This is an optimization exercise on Yosys and OpenROAD, whose aim is small area, not a production implementation.
At most, simulation tests tie the RTL to the original design; equivalence was not proved.
Only the layout flow was run in runs 1 to 5; the RTL was not checked for function there.
Power figures rest on the tool's default switching activity, not on a simulated workload.

<file path="flow/config.mk">
export PLATFORM = sky130hd
export DESIGN_NAME = uart_frame_top
export DESIGN_NICKNAME = uart_frame_top
export VERILOG_FILES = /design/flow/design.v
export SDC_FILE = /design/flow/constraint.sdc
export NUM_CORES = 4
export LEC_CHECK = 0
export CAP_MARGIN = 20
export CORE_MARGIN = 2
export CORE_UTILIZATION = 40
export CTS_BUF_LIST = sky130_fd_sc_hd__clkbuf_4
export SLEW_MARGIN = 20
</file>
<file path="flow/constraint.sdc">
create_clock -name core_clock -period 10.0 [get_ports {clk}]
set_input_delay 2.0000 -clock core_clock [delete_from_list [all_inputs] [get_ports {clk}]]
set_output_delay 2.0000 -clock core_clock [all_outputs]
set_load 0.01 [all_outputs]
</file>
<file path="flow/run.sh">
#!/bin/bash
# synth_recipe.tcl (not shown) runs the flow's synth.tcl, then flattens the netlist and writes it again
# the make line also repeats each setting of config.mk as NAME=value (left out here)
make -C /OpenROAD-flow-scripts/flow DESIGN_CONFIG=/design/flow/config.mk WORK_HOME=/design/flow/orfs CLKGATE_MAP_FILE= SYNTH_SCRIPT=/design/flow/synth_recipe.tcl finish
</file>
<file path="flow/design.v">
module uart_frame_top (
  input  logic        clk,
  input  logic        rst,        
  input  logic        key0,       
  input  logic        key1,       
  input  logic        sw0,        
  output logic        uart_tx
);
  logic [3:0] k;       
  logic       h;       
  logic [4:0] b;       
  logic [4:0] c;       
  logic [6:0] f;       
  logic [3:0] bidx;    
  wire k9          = k[3] & k[0];
  wire w20         = k9 & h;
  wire tick_ball   = w20 & (&b);
  wire tick_ai     = w20 & (&c);
  wire tick_paddle = tick_ball | (k9 & ~h & (b == 5'd19));
  wire cap_end = k9 & (f == 7'd47 || f[6:2] == 5'b01100);
  wire t0      = (f == 7'd47) & ~k[0];
  logic capt;          
  wire [3:0] tk = {k9 | (&k[2:0]), ~k[3] & (&k[1:0]), k[0] & ~k[3], 1'b1};
  wire [4:0] tb, tc;
  wire [6:0] tf;
  wire [3:0] ti;
  wire       ie = k9 & capt;
  assign tb[0] = w20;
  assign tc[0] = w20;
  assign tf[0] = k[0];
  assign ti[0] = ie;
  for (genvar i = 1; i < 5; i++) begin : g_tb
    assign tb[i] = tb[i-1] & b[i-1];
    assign tc[i] = tc[i-1] & c[i-1];
  end
  for (genvar i = 1; i < 7; i++) begin : g_tf
    assign tf[i] = tf[i-1] & f[i-1];
  end
  for (genvar i = 1; i < 4; i++) begin : g_ti
    assign ti[i] = ti[i-1] & bidx[i-1];
  end
  wire wb = w20 & (&b);
  wire wf = k[0] & (&f);
  wire wi = ie & (&bidx);
  always_ff @(posedge clk) begin
    if (rst) begin
      k <= 4'd0; h <= 1'b0; b <= 5'd7; c <= 5'd0; f <= 7'd124; bidx <= 4'd7;
      capt <= 1'b0;
    end else begin
      k    <= k ^ tk;
      h    <= h ^ k9;
      b    <= (b ^ tb) | {2'b0, {3{wb}}};
      c    <= c ^ tc;
      f    <= (f ^ tf) | {2'b0, wf, wf, 1'b0, wf, 1'b0};
      bidx <= (bidx ^ ti) | {1'b0, {3{wi}}};
      if (k9) capt <= cap_end;
    end
  end
  logic [7:0] lfsr;
  logic       lfsr_fb;
  always_ff @(posedge clk) begin
    if (rst) begin
      lfsr    <= 8'hA5;
      lfsr_fb <= 1'b0;
    end else if (tick_ball) begin
      lfsr_fb <= lfsr[7] ^ lfsr[5] ^ lfsr[4] ^ lfsr[3];
      lfsr    <= {lfsr[6:0], lfsr_fb};
    end
  end
  logic [9:0] rp1, rp2, rbx, rby, rs1, rs2;
  wire [7:0] p1v = rp1[8:1];
  wire [7:0] p2v = rp2[8:1];
  wire [8:0] bxv = rbx[9:1];
  wire [7:0] byv = rby[8:1];
  wire k_7   = (k == 4'd7);
  wire k_200 = k_7 | (k == 4'd3) | (k == 4'd6);
  logic prev_sw;       
  logic relp;          
  logic vxn, vyn;      
  logic hit1, hit2, gt2, lt2;    
  wire play_en = ~sw0;
  wire rel_now = play_en & prev_sw;
  wire p1_up = ~key0 && p1v != 8'd206;
  wire p1_dn = ~p1_up && ~key1 && p1v != 8'd0;
  wire p2_up = gt2 && p2v != 8'd206;
  wire p2_dn = ~p2_up && lt2 && p2v != 8'd0;
  wire miss_l = ~relp & vxn & (bxv == 9'd0);
  wire miss_r = ~relp & ~vxn & (bxv == 9'd399);
  wire miss   = miss_l | miss_r;
  wire bounce = ~relp & (vyn ? (byv == 8'd0) : (byv == 8'd255));
  wire h1     = ~relp & vxn & (bxv == 9'd26) & hit1;
  wire h2     = ~relp & ~vxn & (bxv >= 9'd373) & hit2;
  wire tbe    = tick_ball & play_en & ~rel_now;
  wire pad_go = tick_paddle & play_en & (p1_up | p1_dn);
  wire ai_go  = tick_ai & play_en & lfsr[0] & lfsr[1] & (p2_up | p2_dn);
  always_ff @(posedge clk) begin
    if (rst) begin
      prev_sw <= 1'b1;
      relp    <= 1'b0;
      vxn     <= 1'b0;
      vyn     <= 1'b0;
    end else begin
      prev_sw <= sw0;
      relp    <= ~k9 & (relp | rel_now);
      if (rel_now) begin
        vxn <= 1'b0;
        vyn <= ~lfsr[0];
      end else if (tbe) begin
        if (miss) begin
          vxn <= miss_r;
          vyn <= ~lfsr[0];
        end else begin
          if (bounce) vyn <= ~vyn;
          if (h1) vxn <= 1'b0;
          if (h2) vxn <= 1'b1;
        end
      end
    end
  end
  logic init;                  
  logic ballc, sclr;           
  logic bxdir, bydir, p1dir, p2dir;
  logic cy_p1, cy_p2, cy_bx, cy_by, cy_s1, cy_s2;
  always_ff @(posedge clk) begin
    if (rst) init <= 1'b1;
    else if (k9) init <= 1'b0;
  end
  always_ff @(posedge clk) begin
    if (k9) begin
      ballc <= rel_now | relp | (tbe & miss);
      sclr  <= rel_now | relp;
      bxdir <= vxn;
      bydir <= vyn;
      p1dir <= ~p1_up;
      p2dir <= ~p2_up;
    end
  end
  wire src_p = init;
  wire src_b = init | ballc;
  wire src_s = init | sclr;
  wire x_p1 = src_p ? k_7   : rp1[0];
  wire x_p2 = src_p ? k_7   : rp2[0];
  wire x_bx = src_b ? k_200 : rbx[0];
  wire x_by = src_b ? k_7   : rby[0];
  wire x_s1 = ~src_s & rs1[0];
  wire x_s2 = ~src_s & rs2[0];
  logic bw1, lt50a, bw2, lt50b, lt25, gt25;
  wire o_p1 = x_p1 ^ cy_p1;
  wire o_p2 = x_p2 ^ cy_p2;
  wire o_by = x_by ^ cy_by;
  wire dd1  = o_by ^ o_p1 ^ bw1;
  wire dd2  = o_by ^ o_p2 ^ bw2;
  wire k_50 = (k == 4'd1) | (k == 4'd4) | (k == 4'd5);
  wire k_25 = (k == 4'd0) | (k == 4'd3) | (k == 4'd4);
  always_ff @(posedge clk) begin
    if (k9) begin
      bw1 <= 1'b0; lt50a <= 1'b0; bw2 <= 1'b0; lt50b <= 1'b0; lt25 <= 1'b0; gt25 <= 1'b0;
    end else if (~k[3]) begin
      bw1   <= (~o_by & o_p1) | (~(o_by ^ o_p1) & bw1);
      bw2   <= (~o_by & o_p2) | (~(o_by ^ o_p2) & bw2);
      lt50a <= k_50 ? (~dd1 | lt50a) : (~dd1 & lt50a);
      lt50b <= k_50 ? (~dd2 | lt50b) : (~dd2 & lt50b);
      lt25  <= k_25 ? (~dd2 | lt25) : (~dd2 & lt25);
      gt25  <= k_25 ? (dd2 & gt25) : (dd2 | gt25);
    end
  end
  assign hit1 = ~bw1 & lt50a;
  assign hit2 = ~bw2 & lt50b;
  assign gt2  = relp ? (p2v < 8'd103) : (~bw2 & gt25);
  assign lt2  = relp ? (p2v > 8'd103) : (bw2 | lt25);
  always_ff @(posedge clk) begin
    if (rst) begin
      cy_p1 <= 1'b0; cy_p2 <= 1'b0; cy_bx <= 1'b0;
      cy_by <= 1'b0; cy_s1 <= 1'b0; cy_s2 <= 1'b0;
    end else if (k9) begin
      cy_p1 <= pad_go;
      cy_p2 <= ai_go;
      cy_bx <= tbe & ~miss;
      cy_by <= tbe & ~miss & ~bounce;
      cy_s1 <= tbe & miss_r;
      cy_s2 <= tbe & miss_l;
    end else begin
      cy_p1 <= cy_p1 & (x_p1 ^ p1dir);
      cy_p2 <= cy_p2 & (x_p2 ^ p2dir);
      cy_bx <= cy_bx & (x_bx ^ bxdir);
      cy_by <= cy_by & (x_by ^ bydir);
      cy_s1 <= cy_s1 & x_s1;
      cy_s2 <= cy_s2 & x_s2;
    end
  end
  always_ff @(posedge clk) begin
    rp1 <= {x_p1 ^ cy_p1, rp1[9:1]};
    rp2 <= {x_p2 ^ cy_p2, rp2[9:1]};
    rbx <= {x_bx ^ cy_bx, rbx[9:1]};
    rby <= {x_by ^ cy_by, rby[9:1]};
    rs1 <= {x_s1 ^ cy_s1, rs1[9:1]};
    rs2 <= {x_s2 ^ cy_s2, rs2[9:1]};
  end
  logic ovr;
  always_ff @(posedge clk)
    if (t0) ovr <= relp;
  logic stream;
  always_comb begin
    case (bidx)
      4'd7:    stream = k[0];                           
      4'd8:    stream = rp1[0];
      4'd9:    stream = rp2[0];
      4'd10:   stream = ~ovr & (k == 4'd0) & rbx[8];    
      4'd11:   stream = ovr ? k_200 : rbx[0];
      4'd12:   stream = 1'b0;                           
      4'd13:   stream = ovr ? k_7 : rby[0];
      4'd14:   stream = ~ovr & rs1[0];
      default: stream = ~ovr & rs2[0];
    endcase
  end
  logic [7:0] hold;
  wire hold_sh = (capt & ~k[3]) | (f[6] & (&f[2:0]) & k[0]);
  always_ff @(posedge clk) begin
    if (rst)          hold[0] <= 1'b1;
    else if (hold_sh) hold[0] <= hold[1];
  end
  always_ff @(posedge clk)
    if (hold_sh) hold[7:1] <= {stream, hold[7:2]};
  assign uart_tx = f[6] ? hold[0] : ~(&f[5:3]);
endmodule
</file>
==> summary.txt, run 1 <==
average cell area after synthesis: 10.92 um2
Sw Share: 23.44%
Die Height: 110.8 um
Clock transition at path regs: 0.11 ns
post-route setup TNS: 0 ns
Synth Net Count: 446
Placer Congestion: 0.8035
Max-Slew Margin vs Limit: 49.49%
Vias/cell: 5.041
Required @ worst endpoint: 8.00 ns
Resize count post-CTS: 0
Most used DFF post-synth: dfxtp_1
share of layout cells above drive strength 1: 10.61%
largest net degree at the start of global routing: 46
Switch Pwr: 0.0002283 W
pwr/cell area: 192.6 mW/mm2
worst reg2reg path depth: 9
Num CTS Buffers: 17
Hold Slack: 0.3376 ns
initial antenna violation count: 0
grt total ovfl: 0
vias in the first global route: 2,795
IO Port Bufs: 5
most frequent cells in the layout: 114 x dfxtp_1, 40 x nor2_1, 31 x nand2_1
Worst Hold End: rs1[4]
ys async rst share: 0%
RSZ-0062 raised after global routing: no
Area Growth Syn to Fin: 10.83%
clock latency on the worst-skew pair: 0.52 ns
Setup Fix Bufs, Post-CTS: 0
Design Power: 0.0009740 W
crit path time final: 3.761 ns
H-tree depth: 4
CP max FO: 6
Final Slew Violations: 0
Syn. warnings: 1
drt drc: 0
Clk pwr share: 40.0%
hold buffer count at CTS: 0
reg2reg start: k[3]
synthesized area: 0.004563 mm2
Final Skew: 0.01306 ns
CTS tree: done
Ant. Diodes: 0
final core occ: 44.87%
WHS Path Cells: 0
die width: 110.8 um
drt total wl: 8045 um
Max Root-Sink Buffers: 2
via count: 2,954
Initial DRC Count: 125
num rows: 39
DP HPWL: 5447 um
number of synthesized register bits: 128
Post-Synthesis Cells: 418
TritonRoute pass-1 iters: 4
Leak: 1.971 nW
initial core utilization: 40.48%
CTS sink cnt: 128
Antenna Nets Post-Route: 0
P_int: 0.0007456 W
final hold vios: 0
Final Setup Violations: 0
Post-synth EDFFs: 14
critical path arrival: 1.76 ns
maximum clock frequency: 265.9 MHz
Avg WL per Cell: 13.73 um
Yosys cell types: 56
worst reg2reg endpoint: vyn
min-delay src: rs1[5]
critical path class: flop to output port
Core Region: 0.01127 mm2
clk root buf: clkbuf_4
Max-cap violations: 0
Worst Setup Start Kind: flop
worst-margin pin slew: 0.7549 ns
fill cell count: 1,063
Hold/Removal Path Class: flop to flop
global-route wire length before repair: 13,660 um
source of the critical timing path: f[6]
Reg power frac: 56.1%
die area: 0.01228 mm2
Crit. End Element: output port
io pins: 6
Total GRT Usage: 14.18%
post-synthesis sequential area ratio: 59.23%
Final Net Count: 459
Logic pwr share: 3.9%
status: timing/DRC/antenna clean
commonest non-fill, non-tap cell in the layout: dfxtp_1
Final Cycle Share: 37.61%
r2r setup slk: 6.74 ns
worst ir drop on vdd: 0.0001316 V
-- synthesized netlist by cell type, types with 4 or more instances --
master / instances / area [um2]
nand2_1: 31 / 116.4
inv_1: 12 / 45.04
a21oi_1: 20 / 100.1
clkbuf_1: 7 / 26.28
nand4_1: 7 / 43.79
or2_2: 5 / 31.28
nor4_1: 5 / 31.28
ha_1: 21 / 262.8
or3_1: 7 / 43.79
edfxtp_1: 14 / 420.4
nand3_1: 11 / 55.05
dfxtp_1: 114 / 2282
nand2b_1: 7 / 43.79
mux2i_1: 5 / 50.05
nor2b_1: 9 / 56.30
nor2_1: 40 / 150.1
and3_1: 7 / 43.79
nor3_1: 8 / 40.04
nor4b_1: 4 / 35.03
o21ai_0: 8 / 40.04
xnor2_1: 13 / 113.9
o22ai_1: 5 / 31.28
-- cells by family (layout without fill, tap and decap cells) --
logic type / count (synthesis) / after routing / synth area share [%]
simple gates: 160 / 160 / 18.54
flops: 128 / 128 / 59.23
compound gates: 60 / 60 / 8.637
buf+inv: 24 / 49 / 2.303
fa+ha+maj: 23 / 23 / 6.636
xor+xnor: 16 / 16 / 3.071
mux: 7 / 7 / 1.590
-- registers in the layout, summed over array words and instances (netlist names), 4 cells and up --
signal / count
k: 4
bidx: 4
f: 7
rs2: 10
lfsr: 8
b: 5
hold: 8
rp1: 10
rbx: 10
c: 5
rp2: 10
rs1: 10
rby: 10
-- cell type report --
type	instances	area (um2)	share of cell area, %
tap	143	178.9	3.538
clock buffer	17	127.6	2.523
sequential	128	2703	53.44
inverter	12	45.04	0.8906
clock inverter	14	190.2	3.761
multi-input combinational	266	1755	34.71
timing repair buffer	6	57.56	1.138
-- per-layer routing --
metal | global-route usage (%) | routed length (um) | share of wire (%) | vias up
met1 | 19.02 | 4069 | 51 | 1406
met5 | 0 | 0 | 0 | -
li1 | - | - | - | 1508
met3 | 5.249 | 251 | 3.1 | 8
met4 | 5.500 | 87 | 1.1 | 0
met2 | 20.86 | 3637 | 45 | 32
-- stage by stage --
step | instance area, um2 | instances | setup slack (ns)
final | 5057 | 586 | 6.239
after global routing | 5057 | 586 | 6.104
after CTS | 5057 | 586 | 6.173
after detailed placement | 4740 | 555 | 6.284
after global placement | 4740 | 555 | 6.326
after floorplan | 4563 | 418 | 6.893
-- power by group through the flow --
| stage | sequential (W) | combinational (W) | clock, W |
|---|---|---|---|
| 6_report | 0.000546 | 0.0000383 | 0.000389 |
| 5_1_grt | 0.000549 | 0.0000440 | 0.000427 |
| 4_1_cts | 0.000546 | 0.0000391 | 0.000403 |
| 3_5_place_dp | 0.000558 | 0.0000388 | 0 |
| 3_3_place_gp | 0.000557 | 0.0000377 | 0 |
| 2_1_floorplan | 0.000551 | 0.0000328 | 0 |
-- critical path: stages (launching register included) --
cell             delay, ns
dfxtp_1               0.47
nor2_1                0.09
a21oi_1               0.13
clkdlybuf4s50_1       0.55
-- worst max path at each step --
| stage | to | slack (ns) | cells after the start |
|---|---|---|---|
| after floorplan | vyn | 6.89 | 5 |
| after global placement | vyn | 6.33 | 6 |
| after detailed placement | vyn | 6.28 | 6 |
| after CTS | uart_tx | 6.17 | 3 |
| after global routing | uart_tx | 6.10 | 3 |
| final | uart_tx | 6.24 | 3 |
==> run 2: changes to the inputs <==
--- a/flow/config.mk
+++ b/flow/config.mk
@@ -7,6 +7,6 @@
 export LEC_CHECK = 0
 export CAP_MARGIN = 20
 export CORE_MARGIN = 2
-export CORE_UTILIZATION = 40
+export CORE_UTILIZATION = 60
 export CTS_BUF_LIST = sky130_fd_sc_hd__clkbuf_4
 export SLEW_MARGIN = 20
==> summary.txt, run 2 <==
pwr/cell area: 193.0 mW/mm2 (was 192.6 mW/mm2)
Ant. Diodes: 0 (unchanged)
post-synthesis sequential area ratio: 59.23% (unchanged)
H-tree depth: 4 (unchanged)
Max-Slew Margin vs Limit: 41.16% (was 49.49%)
Antenna Nets Post-Route: 0 (unchanged)
Placer Congestion: 0.7919 (was 0.8035)
Total GRT Usage: 20.34% (was 14.18%)
Max Root-Sink Buffers: 2 (unchanged)
worst-margin pin slew: 0.8794 ns (was 0.7549 ns)
Final Setup Violations: 0 (unchanged)
worst path cell trace: nand3_1 -> nor2_1 -> a21oi_1 -> clkdlybuf4s50_1 (was nor2_1 -> a21oi_1 -> clkdlybuf4s50_1)
IO Port Bufs: 5 (unchanged)
CTS tree: done (unchanged)
critical path class: flop to output port (unchanged)
Max-cap violations: 0 (unchanged)
initial core utilization: 62.58% (was 40.48%)
Post-synth EDFFs: 14 (unchanged)
num rows: 31 (was 39)
Crit-path slowest cell: clkdlybuf4s50_1 (unchanged)
commonest non-fill, non-tap cell in the layout: dfxtp_1 (unchanged)
Core Region: 0.007292 mm2 (was 0.01127 mm2)
average cell area after synthesis: 10.92 um2 (unchanged)
drt drc: 0 (unchanged)
Post-Synthesis Cells: 418 (unchanged)
Crit. End Element: output port (unchanged)
largest net degree at the start of global routing: 46 (unchanged)
share of layout cells above drive strength 1: 10.59% (was 10.61%)
DP HPWL: 5390 um (was 5447 um)
Final Slew Violations: 0 (unchanged)
worst ir drop on vdd: 0.0001404 V (was 0.0001316 V)
top post-synthesis cells by count: 114 x dfxtp_1, 40 x nor2_1, 31 x nand2_1 (unchanged)
CTS sink cnt: 128 (unchanged)
die width: 91.21 um (was 110.8 um)
via count: 2,954 (unchanged)
post-route setup TNS: 0 ns (unchanged)
synthesized area: 0.004563 mm2 (unchanged)
Top delay family on crit path: buffers and inverters (unchanged)
most frequent cells in the layout: 114 x dfxtp_1, 40 x nor2_1, 31 x nand2_1 (unchanged)
global-route wire length before repair: 13,230 um (was 13,660 um)
ys async rst share: 0% (unchanged)
Resize count post-CTS: 0 (unchanged)
Sequential cell area: 0.002703 mm2 (unchanged)
Hold/Removal Path Class: flop to flop (unchanged)
Final Cycle Share: 37.50% (was 37.61%)
Die Height: 91.21 um (was 110.8 um)
Worst Setup Start Kind: flop (unchanged)
io pins: 6 (unchanged)
most common cell in the netlist: dfxtp_1 (unchanged)
Hold Slack: 0.3209 ns (was 0.3376 ns)
die area: 0.008318 mm2 (was 0.01228 mm2)
TritonRoute pass-1 iters: 4 (unchanged)
number of synthesized register bits: 128 (unchanged)
Required @ worst endpoint: 8.00 ns (about the same)
Clock transition at path regs: 0.11 ns (about the same)
hold buffer count at CTS: 0 (unchanged)
clk root buf: clkbuf_4 (unchanged)
final hold vios: 0 (unchanged)
Final Skew: 0.01704 ns (was 0.01306 ns)
RSZ-0062 raised after global routing: no (unchanged)
Synth Net Count: 446 (unchanged)
Leak: 1.994 nW (was 1.971 nW)
Most used DFF post-synth: dfxtp_1 (unchanged)
Avg WL per Cell: 14.19 um (was 13.73 um)
Num CTS Buffers: 17 (unchanged)
initial antenna violation count: 0 (unchanged)
vias in the first global route: 2,890 (was 2,795)
ranking of synthesized cells by area: dfxtp_1 50%, edfxtp_1 9.2%, ha_1 5.8%, nor2_1 3.3%, nand2_1 2.6% (unchanged)
Yosys cell types: 56 (unchanged)
CP peak stage delay: 0.59 ns (was 0.55 ns)
top cell type's share of synthesized area: 50.01% (unchanged)
drt total wl: 7703 um (was 8045 um)
Vias/cell: 5.440 (was 5.041)
clock latency on the worst-skew pair: 0.49 ns (was 0.52 ns)
CP max FO: 5 (was 6)
critical path arrival: 1.75 ns (was 1.76 ns)
maximum clock frequency: 266.7 MHz (was 265.9 MHz)
status: timing/DRC/antenna clean (unchanged)
Design Power: 0.0009651 W (was 0.0009740 W)
Setup Fix Bufs, Post-CTS: 0 (unchanged)
area leader, netlist: dfxtp_1 (unchanged)
grt total ovfl: 0 (unchanged)
Syn. warnings: 1 (unchanged)
Area Growth Syn to Fin: 9.570% (was 10.83%)
Final Net Count: 459 (unchanged)
Initial DRC Count: 194 (was 125)
crit path time final: 3.750 ns (was 3.761 ns)
fill cell count: 604 (was 1,063)
Buf/Inv on CP: 1 (unchanged)
multi-input logic area: 0.001755 mm2 (unchanged)
==> run 2: cell counts after synthesis <==
Identical to the previous run, type by type.
==> run 2: logic make-up after synthesis <==
kind of cell / Yosys count / share of synthesized area [%]
xor gates and xnor gates: 16 / 3.071
muxes: 7 / 1.590
AOI/OAI and AO/OA: 60 / 8.637
DFF: 128 / 59.23
buffers and inverters: 24 / 2.303
adders and majority gates: 23 / 6.636
and+or+nand+nor: 160 / 18.54
==> run 2: power by group <==
group          internal [W]  switching [W]
Combinational     0.0000187      0.0000209
Clock              0.000205       0.000175
Sequential         0.000531      0.0000144
Total              0.000754       0.000211
==> run 2: area by class of cell <==
| type | count | area share (%) |
|---|---|---|
| Inverter | 12 | 0.9009 |
| Tap cell | 99 | 2.477 |
| Clock inverter | 12 | 3.303 |
| Sequential cell | 128 | 54.05 |
| Multi-Input combinational cell | 266 | 35.11 |
| Timing Repair Buffer | 6 | 1.151 |
| Clock buffer | 20 | 3.003 |
==> run 2: layer usage <==
layer | GRT usage (%) | part of all wire [%]
met2 | 32.59 | 48
met4 | 9.975 | 1.7
met3 | 4.813 | 3.1
met1 | 25.86 | 48
met5 | 0 | 0
==> run 2: path summary, 6_finish.rpt <==
kind / startpoint / endpoint / slack [ns] / cells after the start
max: f[3] / uart_tx / 6.25 / 4
min: rs2[7] / rs2[6] / 0.32 / 0
max reg2reg: k[3] / vyn / 6.81 / 9
min reg2reg: rs2[7] / rs2[6] / 0.32 / 0
==> run 2: through the flow <==
| stage | instance area, um2 | util (%) | instances | setup slack, ns |
|---|---|---|---|---|
| 6_report | 5000 | 68.57 | 543 | 6.250 |
| 4_1_cts | 5000 | 68.57 | 543 | 6.209 |
| 3_3_place_gp | 4684 | 64.24 | 511 | 6.309 |
| 2_1_floorplan | 4563 | - | 418 | 6.893 |
| 5_1_grt | 5000 | 68.57 | 543 | 6.162 |
| 3_5_place_dp | 4684 | 64.24 | 511 | 6.257 |
==> run 3: changes to the inputs <==
--- a/flow/config.mk
+++ b/flow/config.mk
@@ -7,6 +7,8 @@
 export LEC_CHECK = 0
 export CAP_MARGIN = 20
 export CORE_MARGIN = 2
-export CORE_UTILIZATION = 60
-export CTS_BUF_LIST = sky130_fd_sc_hd__clkbuf_4
+export CORE_UTILIZATION = 40
+export CTS_BUF_LIST = sky130_fd_sc_hd__clkbuf_8
+export CTS_CLUSTER_DIAMETER = 100
+export CTS_CLUSTER_SIZE = 50
 export SLEW_MARGIN = 20
==> summary.txt, run 3 <==
Synth Net Count: 446 (unchanged)
Yosys cell types: 56 (unchanged)
Resize count post-CTS: 0 (unchanged)
synthesized area: 0.004563 mm2 (unchanged)
Crit. End Element: output port (unchanged)
Core Region: 0.01127 mm2 (was 0.007292 mm2)
Max Root-Sink Buffers: 2 (unchanged)
critical path arrival: 1.66 ns (was 1.75 ns)
Inst Count DP: 555 (was 511)
H-tree depth: 4 (unchanged)
global-route wire length before repair: 13,650 um (was 13,230 um)
hold buffer count at CTS: 0 (unchanged)
Syn. warnings: 1 (unchanged)
IO Port Bufs: 5 (unchanged)
Avg WL per Cell: 13.82 um (was 14.19 um)
most frequent cells in the layout: 114 x dfxtp_1, 40 x nor2_1, 31 x nand2_1 (unchanged)
Initial DRC Count: 102 (was 194)
Leak: 2.015 nW (was 1.994 nW)
Final Setup Violations: 0 (unchanged)
die area: 0.01228 mm2 (was 0.008318 mm2)
CP max FO: 6 (was 5)
Max-cap violations: 0 (unchanged)
Max-Slew Margin vs Limit: 50.01% (was 41.16%)
most common cell in the netlist: dfxtp_1 (unchanged)
worst ir drop on vdd: 0.0001324 V (was 0.0001404 V)
final hold vios: 0 (unchanged)
worst-margin pin slew: 0.7471 ns (was 0.8794 ns)
ranking of synthesized cells by area: dfxtp_1 50%, edfxtp_1 9.2%, ha_1 5.8%, nor2_1 3.3%, nand2_1 2.6% (unchanged)
ys async rst share: 0% (unchanged)
vias in the first global route: 2,823 (was 2,890)
number of synthesized register bits: 128 (unchanged)
Placer Congestion: 0.8035 (was 0.7919)
share of layout cells above drive strength 1: 10.61% (was 10.59%)
Design Power: 0.001058 W (was 0.0009651 W)
num rows: 39 (was 31)
CP peak stage delay: 0.55 ns (was 0.59 ns)
maximum clock frequency: 273.3 MHz (was 266.7 MHz)
pwr/cell area: 205.0 mW/mm2 (was 193.0 mW/mm2)
worst path cell trace: nor2_1 -> a21oi_1 -> clkdlybuf4s50_1 (was nand3_1 -> nor2_1 -> a21oi_1 -> clkdlybuf4s50_1)
Ant. Diodes: 0 (unchanged)
Antenna Nets Post-Route: 0 (unchanged)
via count: 2,941 (was 2,954)
Post-Synthesis Cells: 418 (unchanged)
Total GRT Usage: 14.14% (was 20.34%)
die width: 110.8 um (was 91.21 um)
largest net degree at the start of global routing: 46 (unchanged)
post-synthesis sequential area ratio: 59.23% (unchanged)
Num CTS Buffers: 17 (unchanged)
drt drc: 0 (unchanged)
Crit-path slowest cell: clkdlybuf4s50_1 (unchanged)
Final Cycle Share: 36.58% (was 37.50%)
Worst Setup Start Kind: flop (unchanged)
Area Growth Syn to Fin: 13.16% (was 9.570%)
Final Net Count: 459 (unchanged)
Final Slew Violations: 0 (unchanged)
initial antenna violation count: 0 (unchanged)
TritonRoute pass-1 iters: 4 (unchanged)
Final Skew: 0.01204 ns (was 0.01704 ns)
average cell area after synthesis: 10.92 um2 (unchanged)
status: timing/DRC/antenna clean (unchanged)
Vias/cell: 5.019 (was 5.440)
Hold/Removal Path Class: flop to flop (unchanged)
Most used DFF post-synth: dfxtp_1 (unchanged)
top cell type's share of synthesized area: 50.01% (unchanged)
area leader, netlist: dfxtp_1 (unchanged)
RSZ-0062 raised after global routing: no (unchanged)
Die Height: 110.8 um (was 91.21 um)
initial core utilization: 40.48% (was 62.58%)
final core occ: 45.81% (was 68.57%)
Buf/Inv on CP: 1 (unchanged)
Setup Fix Bufs, Post-CTS: 0 (unchanged)
CTS tree: done (unchanged)
Clock transition at path regs: 0.07 ns (was 0.11 ns)
crit path time final: 3.658 ns (was 3.750 ns)
grt total ovfl: 0 (unchanged)
top post-synthesis cells by count: 114 x dfxtp_1, 40 x nor2_1, 31 x nand2_1 (unchanged)
commonest non-fill, non-tap cell in the layout: dfxtp_1 (unchanged)
clk root buf: clkbuf_8 (was clkbuf_4)
Required @ worst endpoint: 8.00 ns (about the same)
CTS sink cnt: 128 (unchanged)
clock latency on the worst-skew pair: 0.44 ns (was 0.49 ns)
drt total wl: 8096 um (was 7703 um)
Post-synth EDFFs: 14 (unchanged)
post-route setup TNS: 0 ns (unchanged)
Area after DPL: 0.004740 mm2 (was 0.004684 mm2)
Top delay family on crit path: buffers and inverters (unchanged)
io pins: 6 (unchanged)
Final Cell Area: 0.005164 mm2 (was 0.005000 mm2)
DP HPWL: 5447 um (was 5390 um)
critical path class: flop to output port (unchanged)
non-filler cells, final: 586 (was 543)
-- run 3: cell counts after synthesis --
Identical to the previous run, type by type.
-- run 3: report_power, final --
part           total (W)  internal, W  leakage [nW]  switching, W
logic          0.0000385    0.0000187         0.765     0.0000198
registers       0.000546     0.000531          1.05     0.0000152
clock network   0.000474     0.000269         0.200      0.000205
total            0.00106     0.000819          2.02      0.000240
-- run 3: final cells by class --
cell class / instances / area, um2
clock inverter: 14 / 190.2
timing repair buffer: 6 / 57.56
inverter: 12 / 45.04
multi-input combinational: 266 / 1755
clock buffer: 17 / 234.0
tap: 143 / 178.9
fill: 1048 / 6108
sequential: 128 / 2703
-- run 3: metal layers --
layer  part of all wire (%)  GRT usage, %  routed length [um]  up-vias
li1                       -             -                   -     1508
met1                     50         18.77                4070     1382
met2                     45         21.15                3634       37
met3                    3.2         4.593                 256       14
met4                    1.7         6.250                 134        0
met5                      0             0                   0        -
-- run 3: logic make-up after synthesis --
kind of cell               share of synthesized area, %
AOI/OAI and AO/OA                                 8.637
xor gates and xnor gates                          3.071
adders and majority gates                         6.636
buffers and inverters                             2.303
DFF                                               59.23
muxes                                             1.590
and+or+nand+nor                                   18.54
-- run 3: worst paths after layout --
check,endpoint,startpoint,cells after the start,slack (ns)
setup reg to reg,vyn,k[3],9,6.74
hold / removal,rs2[2],rs2[3],0,0.33
hold reg to reg,rs2[2],rs2[3],0,0.33
setup / recovery,uart_tx,f[6],3,6.34
-- run 3: stage by stage --
stage	setup WS [ns]	hold WS, ns
2_1_floorplan	6.893	0.3096
5_1_grt	6.256	0.3335
6_report	6.342	0.3282
4_1_cts	6.300	0.3307
3_3_place_gp	6.326	0.3101
3_5_place_dp	6.284	0.3128
==> run 4: changes to the inputs <==
--- a/flow/config.mk
+++ b/flow/config.mk
@@ -8,7 +8,7 @@
 export CAP_MARGIN = 20
 export CORE_MARGIN = 2
 export CORE_UTILIZATION = 40
-export CTS_BUF_LIST = sky130_fd_sc_hd__clkbuf_8
-export CTS_CLUSTER_DIAMETER = 100
-export CTS_CLUSTER_SIZE = 50
+export CTS_BUF_LIST = sky130_fd_sc_hd__clkbuf_16
+export CTS_CLUSTER_DIAMETER = 200
+export CTS_CLUSTER_SIZE = 100
 export SLEW_MARGIN = 20
==> summary.txt, run 4 <==
H-tree depth: 4 (unchanged)
crit path time final: 3.636 ns (was 3.658 ns)
worst ir drop on vdd: 0.0001513 V (was 0.0001324 V)
Final Setup Violations: 0 (unchanged)
CP peak stage delay: 0.56 ns (was 0.55 ns)
Resize count post-CTS: 0 (unchanged)
Worst Setup Start Kind: flop (unchanged)
final hold vios: 0 (unchanged)
Max Root-Sink Buffers: 2 (unchanged)
via count: 2,949 (was 2,941)
pre-CTS WS: 6.284 ns (unchanged)
post-route setup TNS: 0 ns (unchanged)
largest net degree at the start of global routing: 46 (unchanged)
Total GRT Usage: 14.38% (was 14.14%)
Avg WL per Cell: 14.01 um (was 13.82 um)
top post-synthesis cells by count: 114 x dfxtp_1, 40 x nor2_1, 31 x nand2_1 (unchanged)
average cell area after synthesis: 10.92 um2 (unchanged)
num rows: 39 (unchanged)
grt total ovfl: 0 (unchanged)
Crit. End Element: output port (unchanged)
Yosys cell types: 56 (unchanged)
Setup Fix Bufs, Post-CTS: 0 (unchanged)
RSZ-0062 raised after global routing: no (unchanged)
Sw Share: 21.73% (was 22.65%)
Crit-path slowest cell: clkdlybuf4s50_1 (unchanged)
setup slack after layout: 6.364 ns (was 6.342 ns)
Inst Count DP: 555 (unchanged)
area leader, netlist: dfxtp_1 (unchanged)
worst path cell trace: nor2_1 -> a21oi_1 -> clkdlybuf4s50_1 (unchanged)
ys async rst share: 0% (unchanged)
Hold Slack: 0.3251 ns (was 0.3282 ns)
final core occ: 47.37% (was 45.81%)
clock latency on the worst-skew pair: 0.41 ns (was 0.44 ns)
Leak: 2.097 nW (was 2.015 nW)
Antenna Nets Post-Route: 0 (unchanged)
Post-synth EDFFs: 14 (unchanged)
critical path class: flop to output port (unchanged)
initial core utilization: 40.48% (unchanged)
CP max FO: 6 (unchanged)
most common cell in the netlist: dfxtp_1 (unchanged)
drt total wl: 8210 um (was 8096 um)
P_int: 0.0009345 W (was 0.0008187 W)
die width: 110.8 um (unchanged)
synthesized area: 0.004563 mm2 (unchanged)
Logic pwr share: 3.2% (was 3.6%)
most frequent cells in the layout: 114 x dfxtp_1, 40 x nor2_1, 31 x nand2_1 (unchanged)
Max-cap violations: 0 (unchanged)
Post-Synthesis Cells: 418 (unchanged)
drt drc: 0 (unchanged)
Final Net Count: 459 (unchanged)
top cell type's share of synthesized area: 50.01% (unchanged)
Most used DFF post-synth: dfxtp_1 (unchanged)
io pins: 6 (unchanged)
initial antenna violation count: 0 (unchanged)
CTS sink cnt: 128 (unchanged)
clk root buf: clkbuf_16 (was clkbuf_8)
share of layout cells above drive strength 1: 10.61% (unchanged)
Required @ worst endpoint: 8.00 ns (about the same)
hold buffer count at CTS: 0 (unchanged)
Final Slew Violations: 0 (unchanged)
Synth Net Count: 446 (unchanged)
Core Region: 0.01127 mm2 (unchanged)
pwr/cell area: 223.6 mW/mm2 (was 205.0 mW/mm2)
die area: 0.01228 mm2 (unchanged)
worst-margin pin slew: 0.7736 ns (was 0.7471 ns)
IO Port Bufs: 5 (unchanged)
Vias/cell: 5.032 (was 5.019)
number of synthesized register bits: 128 (unchanged)
Area Growth Syn to Fin: 17.03% (was 13.16%)
Placer Congestion: 0.8035 (unchanged)
critical path arrival: 1.64 ns (was 1.66 ns)
Die Height: 110.8 um (unchanged)
Clk pwr share: 51.0% (was 44.8%)
Num CTS Buffers: 17 (unchanged)
commonest non-fill, non-tap cell in the layout: dfxtp_1 (unchanged)
global-route wire length before repair: 13,930 um (was 13,650 um)
Ant. Diodes: 0 (unchanged)
Top delay family on crit path: buffers and inverters (unchanged)
maximum clock frequency: 275.0 MHz (was 273.3 MHz)
Final Cycle Share: 36.36% (was 36.58%)
Syn. warnings: 1 (unchanged)
ranking of synthesized cells by area: dfxtp_1 50%, edfxtp_1 9.2%, ha_1 5.8%, nor2_1 3.3%, nand2_1 2.6% (unchanged)
Hold/Removal Path Class: flop to flop (unchanged)
vias in the first global route: 2,887 (was 2,823)
post-synthesis sequential area ratio: 59.23% (unchanged)
TritonRoute pass-1 iters: 4 (unchanged)
Buf/Inv on CP: 1 (unchanged)
status: timing/DRC/antenna clean (unchanged)
non-filler cells, final: 586 (unchanged)
Switch Pwr: 0.0002595 W (was 0.0002397 W)
CTS tree: done (unchanged)
DP HPWL: 5447 um (unchanged)
Max-Slew Margin vs Limit: 48.24% (was 50.01%)
Clock transition at path regs: 0.06 ns (was 0.07 ns)
Initial DRC Count: 113 (was 102)
Final Skew: 0.009618 ns (was 0.01204 ns)
Reg power frac: 45.8% (was 51.6%)
==> run 4: cell count changes in the layout (fill, tap and decap cells not counted) <==
cell,delta
clkbuf_8,-17
bufinv_16,-3
clkbuf_16,+20
==> run 4: power groups by stage <==
stage	registers, W	clock network, W	logic (W)
after global placement	0.000557	0	0.0000377
final	0.000547	0.000609	0.0000385
after detailed placement	0.000558	0	0.0000388
after CTS	0.000547	0.000623	0.0000393
after global routing	0.000549	0.000646	0.0000442
after floorplan	0.000551	0	0.0000328
==> run 4: path summary, 6_finish.rpt <==
kind / from / endpoint / slack, ns / cells past startpoint
worst max-delay path: f[6] / uart_tx / 6.36 / 3
worst min-delay path: rs1[5] / rs1[4] / 0.33 / 0
worst max register to register: k[3] / vyn / 6.76 / 9
worst min register to register: rs1[5] / rs1[4] / 0.33 / 0
==> run 4: cell type report <==
class	count	area [um2]
fill	1024	5932
multi-input combinational	266	1755
tap	143	178.9
clock buffer	20	500.5
inverter	12	45.04
clock inverter	11	100.1
sequential	128	2703
timing repair buffer	6	57.56
==> run 4: worst reg2reg max path, cell delays in order (launching register included) <==
cell      delay, ns
dfxtp_1        0.71
nand2_1        0.39
inv_1          0.45
ha_1           0.35
nand3_1        0.19
or3_1          0.42
a2111o_1       0.31
nand3_1        0.08
mux2i_1        0.08
a211oi_2       0.18
==> run 4: layer usage <==
metal,up-vias,share of wire [%],GRT usage (%)
met5,-,0,0
met4,0,1.2,6.750
met3,8,2.2,3.937
met2,26,46,21.92
met1,1404,50,19.02
li1,1511,-,-
==> run 4: metrics by stage <==
stage	area, um2	total power, W
after floorplan	4563	0.0005839
after global placement	4740	0.0005949
after detailed placement	4740	0.0005965
after CTS	5340	0.001209
after global routing	5340	0.001240
final	5340	0.001194
==> run 4: kinds of logic after synthesis <==
family                   after synthesis  synth area share [%]
buffers and inverters                 24                 2.303
flip-flops                           128                 59.23
adder cells (fa/ha/maj)               23                 6.636
multiplexers                           7                 1.590
AO/OA/AOI/OAI                         60                 8.637
XOR/XNOR                              16                 3.071
AND/OR/NAND/NOR                      160                 18.54
==> run 5: changes to the inputs <==
==> flow/flow/run.sh (new file) <==
#!/bin/bash
set -euo pipefail
export CTS_ARGS="-sink_clustering_enable -repair_clock_nets -dont_use_dummy_load -buf_list sky130_fd_sc_hd__clkbuf_4"
bash standard.sh > standard.log 2>&1
==> flow/standard.sh (new file) <==
#!/bin/bash
# synth_recipe.tcl (not shown) runs the flow's synth.tcl, then flattens the netlist and writes it again
# the make line also repeats each setting of config.mk as NAME=value (left out here)
make -C /OpenROAD-flow-scripts/flow DESIGN_CONFIG=/design/flow/config.mk WORK_HOME=/design/flow/orfs CLKGATE_MAP_FILE= SYNTH_SCRIPT=/design/flow/synth_recipe.tcl "${@:-finish}"
--- a/flow/config.mk
+++ b/flow/config.mk
@@ -8,7 +8,5 @@
 export CAP_MARGIN = 20
 export CORE_MARGIN = 2
 export CORE_UTILIZATION = 40
-export CTS_BUF_LIST = sky130_fd_sc_hd__clkbuf_16
-export CTS_CLUSTER_DIAMETER = 200
-export CTS_CLUSTER_SIZE = 100
+export CTS_BUF_LIST = sky130_fd_sc_hd__clkbuf_4
 export SLEW_MARGIN = 20
removed: flow/run.sh
==> summary.txt, run 5 <==
Synth Net Count: 446 (unchanged)
Final Cell Area: 0.004867 mm2 (was 0.005340 mm2)
final hold vios: 0 (unchanged)
Num CTS Buffers: 17 (unchanged)
Inst Count DP: 555 (unchanged)
Worst Setup Start Kind: flop (unchanged)
Crit. End Element: output port (unchanged)
synthesized area: 0.004563 mm2 (unchanged)
Resize count post-CTS: 0 (unchanged)
Final Skew: 0.04472 ns (was 0.009618 ns)
Crit-path slowest cell: clkdlybuf4s50_1 (unchanged)
clock latency on the worst-skew pair: 0.51 ns (was 0.41 ns)
number of synthesized register bits: 128 (unchanged)
CP max FO: 6 (unchanged)
Final Net Count: 459 (unchanged)
Yosys cell types: 56 (unchanged)
Avg WL per Cell: 13.84 um (was 14.01 um)
Antenna Nets Post-Route: 0 (unchanged)
WHS Path Cells: 0 (unchanged)
Top delay family on crit path: buffers and inverters (unchanged)
pwr/cell area: 166.6 mW/mm2 (was 223.6 mW/mm2)
P_int: 0.0006268 W (was 0.0009345 W)
Area after DPL: 0.004740 mm2 (unchanged)
Buf/Inv on CP: 1 (unchanged)
CP peak stage delay: 0.55 ns (was 0.56 ns)
Switch Pwr: 0.0001843 W (was 0.0002595 W)
CTS sink cnt: 128 (unchanged)
Area Growth Syn to Fin: 6.663% (was 17.03%)
non-filler cells, final: 572 (was 586)
Max Root-Sink Buffers: 2 (unchanged)
Clock transition at path regs: 0.09 ns (was 0.06 ns)
worst-margin pin slew: 0.7713 ns (was 0.7736 ns)
share of layout cells above drive strength 1: 7.692% (was 10.61%)
Reg power frac: 67.3% (was 45.8%)
ys async rst share: 0% (unchanged)
Final Slew Violations: 0 (unchanged)
top post-synthesis cells by count: 114 x dfxtp_1, 40 x nor2_1, 31 x nand2_1 (unchanged)
Vias/cell: 5.098 (was 5.032)
H-tree depth: 4 (unchanged)
setup slack after layout: 6.274 ns (was 6.364 ns)
crit path time final: 3.726 ns (was 3.636 ns)
Post-Synthesis Cells: 418 (unchanged)
Die Height: 110.8 um (unchanged)
initial core utilization: 40.48% (unchanged)
worst path cell trace: nor2_1 -> a21oi_1 -> clkdlybuf4s50_1 (unchanged)
RSZ-0062 raised after global routing: no (unchanged)
DP HPWL: 5447 um (unchanged)
Leak: 1.894 nW (was 2.097 nW)
Most used DFF post-synth: dfxtp_1 (unchanged)
Setup Fix Bufs, Post-CTS: 0 (unchanged)
post-route setup TNS: 0 ns (unchanged)
Ant. Diodes: 0 (unchanged)
drt drc: 0 (unchanged)
num rows: 39 (unchanged)
worst ir drop on vdd: 0.00008685 V (was 0.0001513 V)
pre-CTS WS: 6.284 ns (unchanged)
TritonRoute pass-1 iters: 4 (unchanged)
average cell area after synthesis: 10.92 um2 (unchanged)
die area: 0.01228 mm2 (unchanged)
Max-Slew Margin vs Limit: 48.39% (was 48.24%)
Total GRT Usage: 13.83% (was 14.38%)
io pins: 6 (unchanged)
Initial DRC Count: 100 (was 113)
Required @ worst endpoint: 8.00 ns (about the same)
Final Setup Violations: 0 (unchanged)
Final Cycle Share: 37.26% (was 36.36%)
maximum clock frequency: 268.4 MHz (was 275.0 MHz)
grt total ovfl: 0 (unchanged)
post-synthesis sequential area ratio: 59.23% (unchanged)
initial antenna violation count: 0 (unchanged)
IO Port Bufs: 5 (unchanged)
most common cell in the netlist: dfxtp_1 (unchanged)
worst reg2reg path depth: 9 (unchanged)
most frequent cells in the layout: 114 x dfxtp_1, 40 x nor2_1, 31 x nand2_1 (unchanged)
critical path arrival: 1.73 ns (was 1.64 ns)
area leader, netlist: dfxtp_1 (unchanged)
via count: 2,916 (was 2,949)
CTS tree: done (unchanged)
Syn. warnings: 1 (unchanged)
Core Region: 0.01127 mm2 (unchanged)
vias in the first global route: 2,774 (was 2,887)
Sw Share: 22.72% (was 21.73%)
status: timing/DRC/antenna clean (unchanged)
clk root buf: clkbuf_4 (was clkbuf_16)
largest net degree at the start of global routing: 46 (unchanged)
Critical Path Stages: 3 (unchanged)
final core occ: 43.18% (was 47.37%)
hold buffer count at CTS: 0 (unchanged)
Post-synth EDFFs: 14 (unchanged)
drt total wl: 7919 um (was 8210 um)
top cell type's share of synthesized area: 50.01% (unchanged)
global-route wire length before repair: 13,410 um (was 13,930 um)
critical path class: flop to output port (unchanged)
Hold/Removal Path Class: flop to flop (unchanged)
die width: 110.8 um (unchanged)
Logic pwr share: 4.7% (was 3.2%)
Max-cap violations: 0 (unchanged)
commonest non-fill, non-tap cell in the layout: dfxtp_1 (unchanged)
Clk pwr share: 28.0% (was 51.0%)
ranking of synthesized cells by area: dfxtp_1 50%, edfxtp_1 9.2%, ha_1 5.8%, nor2_1 3.3%, nand2_1 2.6% (unchanged)
Placer Congestion: 0.8035 (unchanged)
[run 5: cell families (layout without fill, tap and decap cells)]
| logic type | count (synthesis) | after routing | synth area share (%) |
|---|---|---|---|
| AO/OA/AOI/OAI | 60 | 60 | 8.637 |
| AND/OR/NAND/NOR | 160 | 160 | 18.54 |
| XOR/XNOR | 16 | 16 | 3.071 |
| adder cells (fa/ha/maj) | 23 | 23 | 6.636 |
| flip-flops | 128 | 128 | 59.23 |
| buffers and inverters | 24 | 35 | 2.303 |
| multiplexers | 7 | 7 | 1.590 |
[run 5: path summary, 6_finish.rpt]
kind | start | to | slack [ns]
max | f[6] | uart_tx | 6.27
min | rs1[8] | rs1[7] | 0.32
max reg2reg | k[3] | vyn | 6.76
min reg2reg | rs1[8] | rs1[7] | 0.32
[run 5: layout make-up]
cell class | instances | area [um2]
fill | 1073 | 6405
sequential | 128 | 2703
multi-input combinational | 266 | 1755
tap | 143 | 178.9
clock buffer | 17 | 127.6
timing repair buffer | 6 | 57.56
inverter | 12 | 45.04
[run 5: per-stage QoR]
step | hold slack, ns | total power, W
floorplan | 0.3096 | 0.0005839
global placement | 0.3101 | 0.0005949
detailed placement | 0.3128 | 0.0005965
CTS | 0.3220 | 0.0008259
global route | 0.3171 | 0.0008549
finish | 0.3159 | 0.0008111
[run 5: power groups by stage]
stage	logic (W)	registers, W	clock network [W]
2_1_floorplan	0.0000328	0.000551	0
3_3_place_gp	0.0000377	0.000557	0
3_5_place_dp	0.0000388	0.000558	0
4_1_cts	0.0000391	0.000546	0.000241
5_1_grt	0.0000440	0.000549	0.000262
6_report	0.0000383	0.000546	0.000227
[run 5: metal layers]
layer / GRT usage [%] / wire, um / up-vias
met5: 0 / 0 / -
li1: - / - / 1497
met2: 20.33 / 3651 / 43
met4: 4.750 / 35 / 0
met3: 5.249 / 294 / 2
met1: 18.75 / 3938 / 1374
[run 5: worst reg2reg max path, delay by kind of cell, from the launching register on]
| kind | cells | cell delay (ns) |
|---|---|---|
| adders and majority gates | 1 | 0.35 |
| and+or+nand+nor | 4 | 1.06 |
| AOI/OAI and AO/OA | 2 | 0.49 |
| buffers and inverters | 1 | 0.45 |
| DFF | 1 | 0.73 |
| muxes | 1 | 0.08 |
==> run 6: changes to the inputs <==
--- a/flow/design.v
+++ b/flow/design.v
@@ -20,40 +20,20 @@
   wire cap_end = k9 & (f == 7'd47 || f[6:2] == 5'b01100);
   wire t0      = (f == 7'd47) & ~k[0];
   logic capt;          
-  wire [3:0] tk = {k9 | (&k[2:0]), ~k[3] & (&k[1:0]), k[0] & ~k[3], 1'b1};
-  wire [4:0] tb, tc;
-  wire [6:0] tf;
-  wire [3:0] ti;
-  wire       ie = k9 & capt;
-  assign tb[0] = w20;
-  assign tc[0] = w20;
-  assign tf[0] = k[0];
-  assign ti[0] = ie;
-  for (genvar i = 1; i < 5; i++) begin : g_tb
-    assign tb[i] = tb[i-1] & b[i-1];
-    assign tc[i] = tc[i-1] & c[i-1];
-  end
-  for (genvar i = 1; i < 7; i++) begin : g_tf
-    assign tf[i] = tf[i-1] & f[i-1];
-  end
-  for (genvar i = 1; i < 4; i++) begin : g_ti
-    assign ti[i] = ti[i-1] & bidx[i-1];
-  end
-  wire wb = w20 & (&b);
-  wire wf = k[0] & (&f);
-  wire wi = ie & (&bidx);
   always_ff @(posedge clk) begin
     if (rst) begin
       k <= 4'd0; h <= 1'b0; b <= 5'd7; c <= 5'd0; f <= 7'd124; bidx <= 4'd7;
       capt <= 1'b0;
     end else begin
-      k    <= k ^ tk;
-      h    <= h ^ k9;
-      b    <= (b ^ tb) | {2'b0, {3{wb}}};
-      c    <= c ^ tc;
-      f    <= (f ^ tf) | {2'b0, wf, wf, 1'b0, wf, 1'b0};
-      bidx <= (bidx ^ ti) | {1'b0, {3{wi}}};
+      k <= k9 ? 4'd0 : k + 4'd1;
+      if (k9) h <= ~h;
+      if (w20) begin
+        b <= (&b) ? 5'd7 : b + 5'd1;
+        c <= c + 5'd1;
+      end
+      if (k[0]) f <= (&f) ? 7'd26 : f + 7'd1;
       if (k9) capt <= cap_end;
+      if (k9 & capt) bidx <= (&bidx) ? 4'd7 : bidx + 4'd1;
     end
   end
   logic [7:0] lfsr;
==> flow/run.sh (new file) <==
#!/bin/bash
# synth_recipe.tcl (not shown) runs the flow's synth.tcl, then flattens the netlist and writes it again
# the make line also repeats each setting of config.mk as NAME=value (left out here)
make -C /OpenROAD-flow-scripts/flow DESIGN_CONFIG=/design/flow/config.mk WORK_HOME=/design/flow/orfs CLKGATE_MAP_FILE= SYNTH_SCRIPT=/design/flow/synth_recipe.tcl finish
--- a/flow/config.mk
+++ b/flow/config.mk
@@ -8,5 +8,4 @@
 export CAP_MARGIN = 20
 export CORE_MARGIN = 2
 export CORE_UTILIZATION = 40
-export CTS_BUF_LIST = sky130_fd_sc_hd__clkbuf_4
 export SLEW_MARGIN = 20
removed: flow/flow/run.sh
removed: flow/standard.sh
==> summary.txt, run 6 <==
Clock transition at path regs: 0.06 ns (was 0.09 ns)
RSZ-0062 raised after global routing: no (unchanged)
Post-synth EDFFs: 14 (unchanged)
share of layout cells above drive strength 1: 8.830% (was 7.692%)
Post-Synthesis Cells: 466 (was 418)
critical path arrival: 1.79 ns (was 1.73 ns)
Setup Fix Bufs, Post-CTS: 0 (unchanged)
Yosys cell types: 63 (was 56)
worst ir drop on vdd: 0.00009334 V (was 0.00008685 V)
Total GRT Usage: 15.58% (was 13.83%)
io pins: 6 (unchanged)
status: timing/DRC/antenna clean (unchanged)
via count: 3,319 (was 2,916)
hold buffer count at CTS: 0 (unchanged)
setup slack after layout: 6.207 ns (was 6.274 ns)
Most used DFF post-synth: dfxtp_1 (unchanged)
top cell type's share of synthesized area: 48.03% (was 50.01%)
H-tree depth: 4 (unchanged)
Max-cap violations: 0 (unchanged)
post-route setup TNS: 0 ns (unchanged)
Final Net Count: 497 (was 459)
Final Cycle Share: 37.93% (was 37.26%)
Leak: 2.159 nW (was 1.894 nW)
pwr/cell area: 223.4 mW/mm2 (was 166.6 mW/mm2)
clk root buf: clkbuf_16 (was clkbuf_4)
Area Growth Syn to Fin: 16.43% (was 6.663%)
CP max FO: 9 (was 6)
IO Port Bufs: 5 (unchanged)
Avg WL per Cell: 14.31 um (was 13.84 um)
initial antenna violation count: 0 (unchanged)
Hold/Removal Path Class: flop to flop (unchanged)
TritonRoute pass-1 iters: 4 (unchanged)
die width: 113.0 um (was 110.8 um)
Max-Slew Margin vs Limit: 51.40% (was 48.39%)
DP HPWL: 5969 um (was 5447 um)
post-synthesis sequential area ratio: 56.87% (was 59.23%)
fill cell count: 1,072 (was 1,073)
drt drc: 0 (unchanged)
Antenna Nets Post-Route: 0 (unchanged)
most common cell in the netlist: dfxtp_1 (unchanged)
top post-synthesis cells by count: 114 x dfxtp_1, 55 x nand2_1, 42 x nor2_1 (was 114 x dfxtp_1, 40 x nor2_1, 31 x nand2_1)
Resize count post-CTS: 0 (unchanged)
largest net degree at the start of global routing: 34 (was 46)
die area: 0.01277 mm2 (was 0.01228 mm2)
worst-margin pin slew: 0.7281 ns (was 0.7713 ns)
synthesized area: 0.004752 mm2 (was 0.004563 mm2)
Die Height: 113.0 um (was 110.8 um)
initial core utilization: 41.26% (was 40.48%)
Required @ worst endpoint: 8.00 ns (about the same)
maximum clock frequency: 263.7 MHz (was 268.4 MHz)
ranking of synthesized cells by area: dfxtp_1 48%, edfxtp_1 8.8%, nand2_1 4.3%, ha_1 4.2%, nor2_1 3.3% (was dfxtp_1 50%, edfxtp_1 9.2%, ha_1 5.8%, nor2_1 3.3%, nand2_1 2.6%)
Max Root-Sink Buffers: 2 (unchanged)
Worst Setup Start Kind: flop (unchanged)
Synth Net Count: 489 (was 446)
crit path time final: 3.793 ns (was 3.726 ns)
Placer Congestion: 0.8091 (was 0.8035)
WHS Path Cells: 0 (unchanged)
Ant. Diodes: 0 (unchanged)
average cell area after synthesis: 10.20 um2 (was 10.92 um2)
ys async rst share: 0% (unchanged)
number of synthesized register bits: 128 (unchanged)
CTS sink cnt: 128 (unchanged)
Initial DRC Count: 157 (was 100)
worst reg2reg path depth: 10 (was 9)
drt total wl: 9014 um (was 7919 um)
Vias/cell: 5.268 (was 5.098)
Final Slew Violations: 0 (unchanged)
vias in the first global route: 3,237 (was 2,774)
Syn. warnings: 1 (unchanged)
Final Skew: 0.007560 ns (was 0.04472 ns)
Crit. End Element: output port (unchanged)
final hold vios: 0 (unchanged)
grt total ovfl: 0 (unchanged)
source of the critical timing path: f[4] (was f[6])
min-delay src: rs2[4] (was rs1[8])
CTS tree: done (unchanged)
global-route wire length before repair: 15,460 um (was 13,410 um)
commonest non-fill, non-tap cell in the layout: dfxtp_1 (unchanged)
most frequent cells in the layout: 114 x dfxtp_1, 55 x nand2_1, 42 x nor2_1 (was 114 x dfxtp_1, 40 x nor2_1, 31 x nand2_1)
Final Setup Violations: 0 (unchanged)
Core Region: 0.01152 mm2 (was 0.01127 mm2)
pre-CTS WS: 6.360 ns (was 6.284 ns)
num rows: 39 (unchanged)
Num CTS Buffers: 17 (unchanged)
reg2reg start: k[0] (was k[3])
critical path class: flop to output port (unchanged)
clock latency on the worst-skew pair: 0.42 ns (was 0.51 ns)
area leader, netlist: dfxtp_1 (unchanged)
run 6: cell count changes in the layout (fill, tap and decap cells not counted), moves of 4 or more:
cell / change
clkbuf_16: +18
nand2_1: +24
or3_1: -6
nor3_1: +7
ha_1: -5
or2_2: -4
nand3_1: +10
nor2b_1: -4
clkbuf_4: -17
o21ai_0: +13
run 6: worst max-delay path, stage by stage, from the launching register on:
cell             delay (ns)
dfxtp_1                0.49
nand3_1                0.13
mux2_2                 0.28
clkdlybuf4s50_1        0.48
run 6: metrics by stage:
stage	power, W	std cells	hold slack [ns]	cell area [um2]	utilization (%)
after detailed placement	0.0006124	598	0.3121	4912	42.66
after CTS	0.001249	630	0.3244	5533	48.04
after global placement	0.0006112	598	0.3095	4912	42.66
after global routing	0.001283	630	0.3284	5533	48.04
after floorplan	0.0005968	466	0.3096	4752	-
final	0.001236	630	0.3241	5533	48.04
run 6: cell type report:
cell class | count | area, um2 | area share, %
inverter | 12 | 45.04 | 0.8141
multi-input combinational | 309 | 1928 | 34.85
tap | 143 | 178.9 | 3.234
clock buffer | 19 | 464.2 | 8.390
timing repair buffer | 6 | 57.56 | 1.040
clock inverter | 13 | 156.4 | 2.827
sequential | 128 | 2703 | 48.85
run 6: where the power goes:
| part | internal, W | total, W | switching (W) | leakage, nW |
|---|---|---|---|---|
| logic | 0.0000227 | 0.0000488 | 0.0000261 | 0.804 |
| registers | 0.000536 | 0.000553 | 0.0000172 | 1.05 |
| clock network | 0.000412 | 0.000634 | 0.000222 | 0.305 |
run 6: worst paths after layout:
kind         slack (ns)       to
min reg2reg        0.32   rs2[3]
max reg2reg        6.79     lt25
min                0.32   rs2[3]
max                6.21  uart_tx
run 6: routing by layer:
| layer | global-route usage (%) | wire length [um] | part of all wire (%) |
|---|---|---|---|
| met5 | 0 | 0 | 0 |
| met3 | 5.410 | 404 | 4.5 |
| met1 | 20.15 | 4440 | 49 |
| met4 | 6.992 | 206 | 2.3 |
| met2 | 23.65 | 3962 | 44 |
run 6: cell families after synthesis:
| group | share of synthesized area [%] |
|---|---|
| flops | 56.87 |
| fa+ha+maj | 5.055 |
| compound gates | 11.03 |
| buf+inv | 2.554 |
| simple gates | 19.43 |
| mux | 1.738 |
| xor+xnor | 3.318 |

==> separate check: timing with driven ports <==
Ports are ideal in the flow. The routed layouts listed here were re-timed in OpenROAD. Step 1, drivers: a clkbuf_16 drives clk and a buf_2 each remaining input, both assumed. Step 2, shift: input delay + t, output delay - t, t = (earliest + latest rising clock arrival at the registers) / 2. This alone moves slack from input paths to output paths. Three values: ideal ports, drivers, drivers and shift; two values: the first two.
| run | shift t [ns] | setup slack, ns | slew at the worst register clock pin (ns) |
|---|---|---|---|
| run 1 | 0.544 | 6.239 / 6.207 / 6.285 | 0.12 / 0.12 |
| run 2 | 0.513 | 6.250 / 6.221 / 6.267 | 0.11 / 0.11 |
| run 3 | 0.462 | 6.342 / 6.308 / 6.278 | 0.08 / 0.08 |
| run 4 | 0.442 | 6.364 / 6.326 / 6.271 | 0.06 / 0.06 |
| run 5 | 0.515 | 6.274 / 6.243 / 6.268 | 0.12 / 0.12 |
| run 6 | 0.451 | 6.207 / 6.168 / 6.340 | 0.06 / 0.06 |
After both steps setup and hold are still met in every run listed. For run 4, which loses most, drivers alone change the setup slack by -0.038 ns; drivers and shift together by -0.093 ns.
